From an optimization exercise on the open Yosys and OpenROAD flow, aimed at small area, a short achievable clock period and few clock cycles; shortcuts taken in it are not production practice.
The RTL was checked by simulation tests, not by an equivalence proof against the original design.

## before
// cpu
module cpu(
    input clk,
    input rst,
    input [7:0] op_code,
    input [7:0] arg1,
    input [7:0] arg2,
    input [31:0] dataparams,
    output [15:0] dataindex,
    output [15:0] program_counter,
    output arr_trigger,
    output arr_write,
    output [15:0] arr_addr,
    output [31:0] arr_wdata,
    input [31:0] arr_rdata,
    input arr_done,
    output halted
);
    localparam [1:0] S_BOOT0 = 2'd0, S_BOOT1 = 2'd1, S_RUN = 2'd2, S_HALT = 2'd3;
    reg [1:0] st;
    reg [1:0] ph;                    
    reg [15:0] cur_pc;               
    reg [15:0] tgt_r;                
    reg busy;                        
    reg squash;                      
    reg dz;                          
    reg [4:0] dsh;                   
    reg [31:0] T_r, N;               
    reg byp_dp;                      
    reg rd_wait;                     
    wire [31:0] T = byp_dp ? dataparams : rd_wait ? arr_rdata : T_r;
    reg [31:0] sram [0:13];          
    reg [3:0] p;                     
    reg [31:0] lva [0:31];           
    reg [4:0] fb, ftop;              
    reg [20:0] cs [0:14];            
    reg [3:0] csp;
    reg [15:0] inv_addr;             
    reg [7:0] mcnt;                  
    reg [31:0] Q;                    
    reg [5:0] dcnt;                  
    function [32:0] kadd32(input [31:0] a, input [31:0] b, input cin);
        reg [31:0] g, pp, G, P, c;
        integer k, d;
        begin
            g = a & b;
            pp = a ^ b;
            G = g;
            P = pp;
            for (d = 1; d < 32; d = d * 2)
                for (k = 31; k >= d; k = k - 1) begin
                    G[k] = G[k] | (P[k] & G[k - d]);
                    P[k] = P[k] & P[k - d];
                end
            c[0] = cin;
            for (k = 1; k < 32; k = k + 1)
                c[k] = G[k - 1] | (P[k - 1] & cin);
            kadd32 = {G[31] | (P[31] & cin), pp ^ c};
        end
    endfunction
    function [15:0] kadd16(input [15:0] a, input [15:0] b);
        reg [15:0] g, pp, G, P, c;
        integer k, d;
        begin
            g = a & b;
  ...
For scale: about 9900 cells after synthesis, roughly 2000 flip-flops, ~170 I/O pins, ~0.12 mm^2 of cells after synthesis.
==> flow/config.mk <==
export PLATFORM = sky130hd
export DESIGN_NAME = cpu
export DESIGN_NICKNAME = cpu
export VERILOG_FILES = /design/flow/design.v
export SDC_FILE = /design/flow/constraint.sdc
export NUM_CORES = 4
export LEC_CHECK = 0
export ABC_CLOCK_PERIOD_IN_PS = 5000
export CAP_MARGIN = 35
export CORE_MARGIN = 2
export CORE_UTILIZATION = 40
export PLACE_DENSITY = 0.6
export SETUP_SLACK_MARGIN = 2
export SLEW_MARGIN = 35
==> flow/constraint.sdc <==
create_clock -name core_clock -period 9.0 [get_ports {clk}]
set_input_delay 1.8000 -clock core_clock [delete_from_list [all_inputs] [get_ports {clk}]]
set_output_delay 1.8000 -clock core_clock [all_outputs]
set_load 0.01 [all_outputs]
standard.sh (not shown) runs the stock make flow with config.mk's settings and CLKGATE_MAP_FILE= SYNTH_SCRIPT=/design/flow/synth_recipe.tcl, a recipe that flattens the netlist after the stock synthesis.
==> flow/flow/run.sh <==
#!/bin/bash
# Standard layout, with the port buffers made of plain buf cells instead of
# the delay-buffer cells buffer_ports picks by default.
set -euo pipefail
bash standard.sh BUFFER_PORTS_ARGS="-buffer_cell sky130_fd_sc_hd__buf_4" finish > standard.log 2>&1
Testbench counts of before, summed over its fixed seeds: cycles 135,839.
Here is what was changed in the inputs of after compared with before.
diff --git a/flow/design.v b/flow/design.v
--- a/flow/design.v
+++ b/flow/design.v
@@ -265,15 +265,15 @@
     reg [15:0] inv_addr_n;
     reg [7:0] mcnt_n;
     reg [31:0] Q_n;
     reg [5:0] dcnt_n;
     reg byp_dp_n, rd_wait_n, squash_n, dz_n;
     reg [4:0] dsh_n;
-    wire [32:0] inc_sum = kadd32(Q, {24'd0, arg2}, 1'b0);
-    wire [63:0] mul_cs = mulcs(N[15:0], T[15:0]);
-    wire [32:0] mul_sum = kadd32(T_r, Q, 1'b0);
+    wire [32:0] inc_sum = kadd32(lrd, {24'd0, arg2}, 1'b0);
+    wire [63:0] mul_cs = mulcs(N[15:0], T_r[15:0]);
+    wire [32:0] mul_sum = kadd32(mul_cs[31:0], mul_cs[63:32], 1'b0);
     wire [32:0] neg_t = kadd32(32'd0, ~T, 1'b1);
     wire can_trig = !busy || arr_done;
     wire [15:0] pc_p1 = kadd16(cur_pc, 16'd1);
     wire [15:0] pc_p2 = kadd16(cur_pc, 16'd2);
     wire [15:0] pc_p3 = kadd16(cur_pc, 16'd3);
     wire [15:0] seq_pc = (len == 2'd3) ? pc_p3 : (len == 2'd2) ? pc_p2 : pc_p1;
@@ -288,18 +288,16 @@
             4'h8: iconst_val = 32'd5;
             default: iconst_val = 32'd0;
         endcase
     end
     wire f_nop   = (op == OP_NOP);
     wire f_arr   = d_iaload || d_iastore;
-    wire f_two   = (op == OP_IINC) || (op == OP_IMUL);
+    wire f_mulw  = (op == OP_IMUL) && (byp_dp || rd_wait);
     wire f_inv   = (op == OP_INVOKE);
-    reg k_iinc, k_imul, k_div, k_inv;
+    reg k_div, k_inv;
     always @(posedge clk) begin
-        k_iinc <= (op == OP_IINC);
-        k_imul <= (op == OP_IMUL);
         k_div <= d_div;
         k_inv <= f_inv;
     end
     wire div_fin = (ph == 2'd1 && dz) || (ph == 2'd2 && dlast);
     wire inv_dp  = (ph == 2'd1) && (dataparams[15:9] == 7'd0);
     wire inv_r   = (ph == 2'd2) && (mcnt == 8'd1);
@@ -308,22 +306,20 @@
     always @(*) begin
         if (st == S_BOOT0)      pc_alt = 16'h0000;
         else if (st == S_BOOT1) pc_alt = dataparams[31:16];
         else if (st == S_HALT)  pc_alt = cur_pc;
         else if (squash)        pc_alt = tgt_r;
         else if (rd_stall)      pc_alt = cur_pc;
-        else if (k_iinc)        pc_alt = pc_p3;
-        else if (k_imul)        pc_alt = pc_p1;
         else if (k_div)         pc_alt = div_fin ? pc_p1 : cur_pc;
         else if (k_inv)         pc_alt = inv_dp ? dataparams[31:16] : inv_r ? inv_addr : cur_pc;
         else                    pc_alt = cur_pc;
     end
     wire use_alt = (st != S_RUN) || squash || rd_stall || (ph != 2'd0);
-    wire c_hold = f_nop || f_two || d_div || f_inv || (f_arr && !can_trig);
+    wire c_hold = f_nop || f_mulw || d_div || f_inv || (f_arr && !can_trig);
     wire c_l2   = (len == 2'd2);
-    wire c_l3   = (len == 2'd3) && (op != OP_IINC) && !f_inv;
+    wire c_l3   = (len == 2'd3) && !f_inv;
     wire c_l1   = !(c_hold || c_l2 || c_l3 || d_ret);
     wire [15:0] pc_dec = ({16{c_l1}} & pc_p1) | ({16{c_l2}} & pc_p2) | ({16{c_l3}} & pc_p3) |
                          ({16{c_hold}} & cur_pc) | ({16{d_ret}} & cs_top[20:5]);
     wire [15:0] pc_out = use_alt ? pc_alt : pc_dec;
     always @(*) begin
         pc_ref = cur_pc;
@@ -407,27 +403,18 @@
                     l_we = 1'b1;
                     T_n = N;
                     N_n = rd;
                     p_n = pm1;
                 end
                 else if (op == OP_IINC) begin
-                    if (ph == 2'd0) begin
-                        pc_ref = cur_pc;
-                        ph_n = 2'd1;
-                        Q_n = lrd;
-                    end else begin
-                        l_we = 1'b1;
-                        l_wd = inc_sum[31:0];
-                    end
+                    l_we = 1'b1;
+                    l_wd = inc_sum[31:0];
                 end
                 else if (op == OP_IMUL) begin
-                    if (ph == 2'd0) begin
+                    if (byp_dp || rd_wait) begin
                         pc_ref = cur_pc;
-                        ph_n = 2'd1;
-                        T_n = mul_cs[31:0];
-                        Q_n = mul_cs[63:32];
                     end else begin
                         T_n = mul_sum[31:0];
                         N_n = rd;
                         p_n = pm1;
                     end
                 end
@@ -611,12 +598,13 @@
             lva[l_wa] <= l_wd;
         if (c_push && !rst)
             cs[csp] <= {seq_pc, fb};
     end
     assign program_counter = pc_out;
     assign dataindex = (st == S_RUN) ? (op[7] ? {arg1, arg2} : {8'h00, arg1}) : 16'h0000;
-    assign halted = (st == S_HALT) || halt_now;
-    assign arr_trigger = trig;
+    wire run_ok = (st == S_RUN) && !squash && !rd_stall;
+    assign halted = (st == S_HALT) || (run_ok && f_nop && can_trig);
+    assign arr_trigger = run_ok && f_arr && can_trig;
     assign arr_write = op[6];
     assign arr_addr = op[6] ? N[15:0] : T[15:0];
     assign arr_wdata = T;
 endmodule
--- outcome ---
Per the comparison of after with before, final period utilization grew by 2.7 points; number of max-cap violations saw little to no change; required arrival time at the worst endpoint saw a decrease. Synthesized cell count (before / after): 1.06. From before to after the numbers moved as follows: count of port buffers added during placement essentially unchanged, combined buffer and inverter count along the critical path increased 7. Die area, after vs before: down slightly.
Testbench counts of after, summed over its fixed seeds: cycles 130,903.

[what the ideal ports hide]
In the flow no input, the clock included, has a driving cell. The finished layouts below were timed again as built, in two steps.
Step 1 (the two cells are an assumption about what drives the block):
set clk [get_ports {clk}]
set_driving_cell -lib_cell sky130_fd_sc_hd__clkbuf_16 $clk
set_driving_cell -lib_cell sky130_fd_sc_hd__buf_2 [delete_from_list [all_inputs] $clk]
Step 2 adds t to the input delays and takes it off the output delays; t is the mean of the earliest and latest rising clock arrival at the registers after step 1. Input paths then give back, and output paths get back, about the clock's delay inside the block.
a / b / c = no drivers / after step 1 / after step 2; a / b = the first two.
run | t (ns) | setup WS [ns] | worst register clock-pin slew, ns
before | 1.020 | 1.767 / 1.767 / 0.892 | 0.08 / 0.08
after | 0.981 | 1.526 / 1.588 / 0.607 | 0.08 / 0.08
After both steps every run listed still meets setup and hold. For after, which loses most, drivers alone change the setup slack by +0.062 ns; drivers and shift together by -0.919 ns.
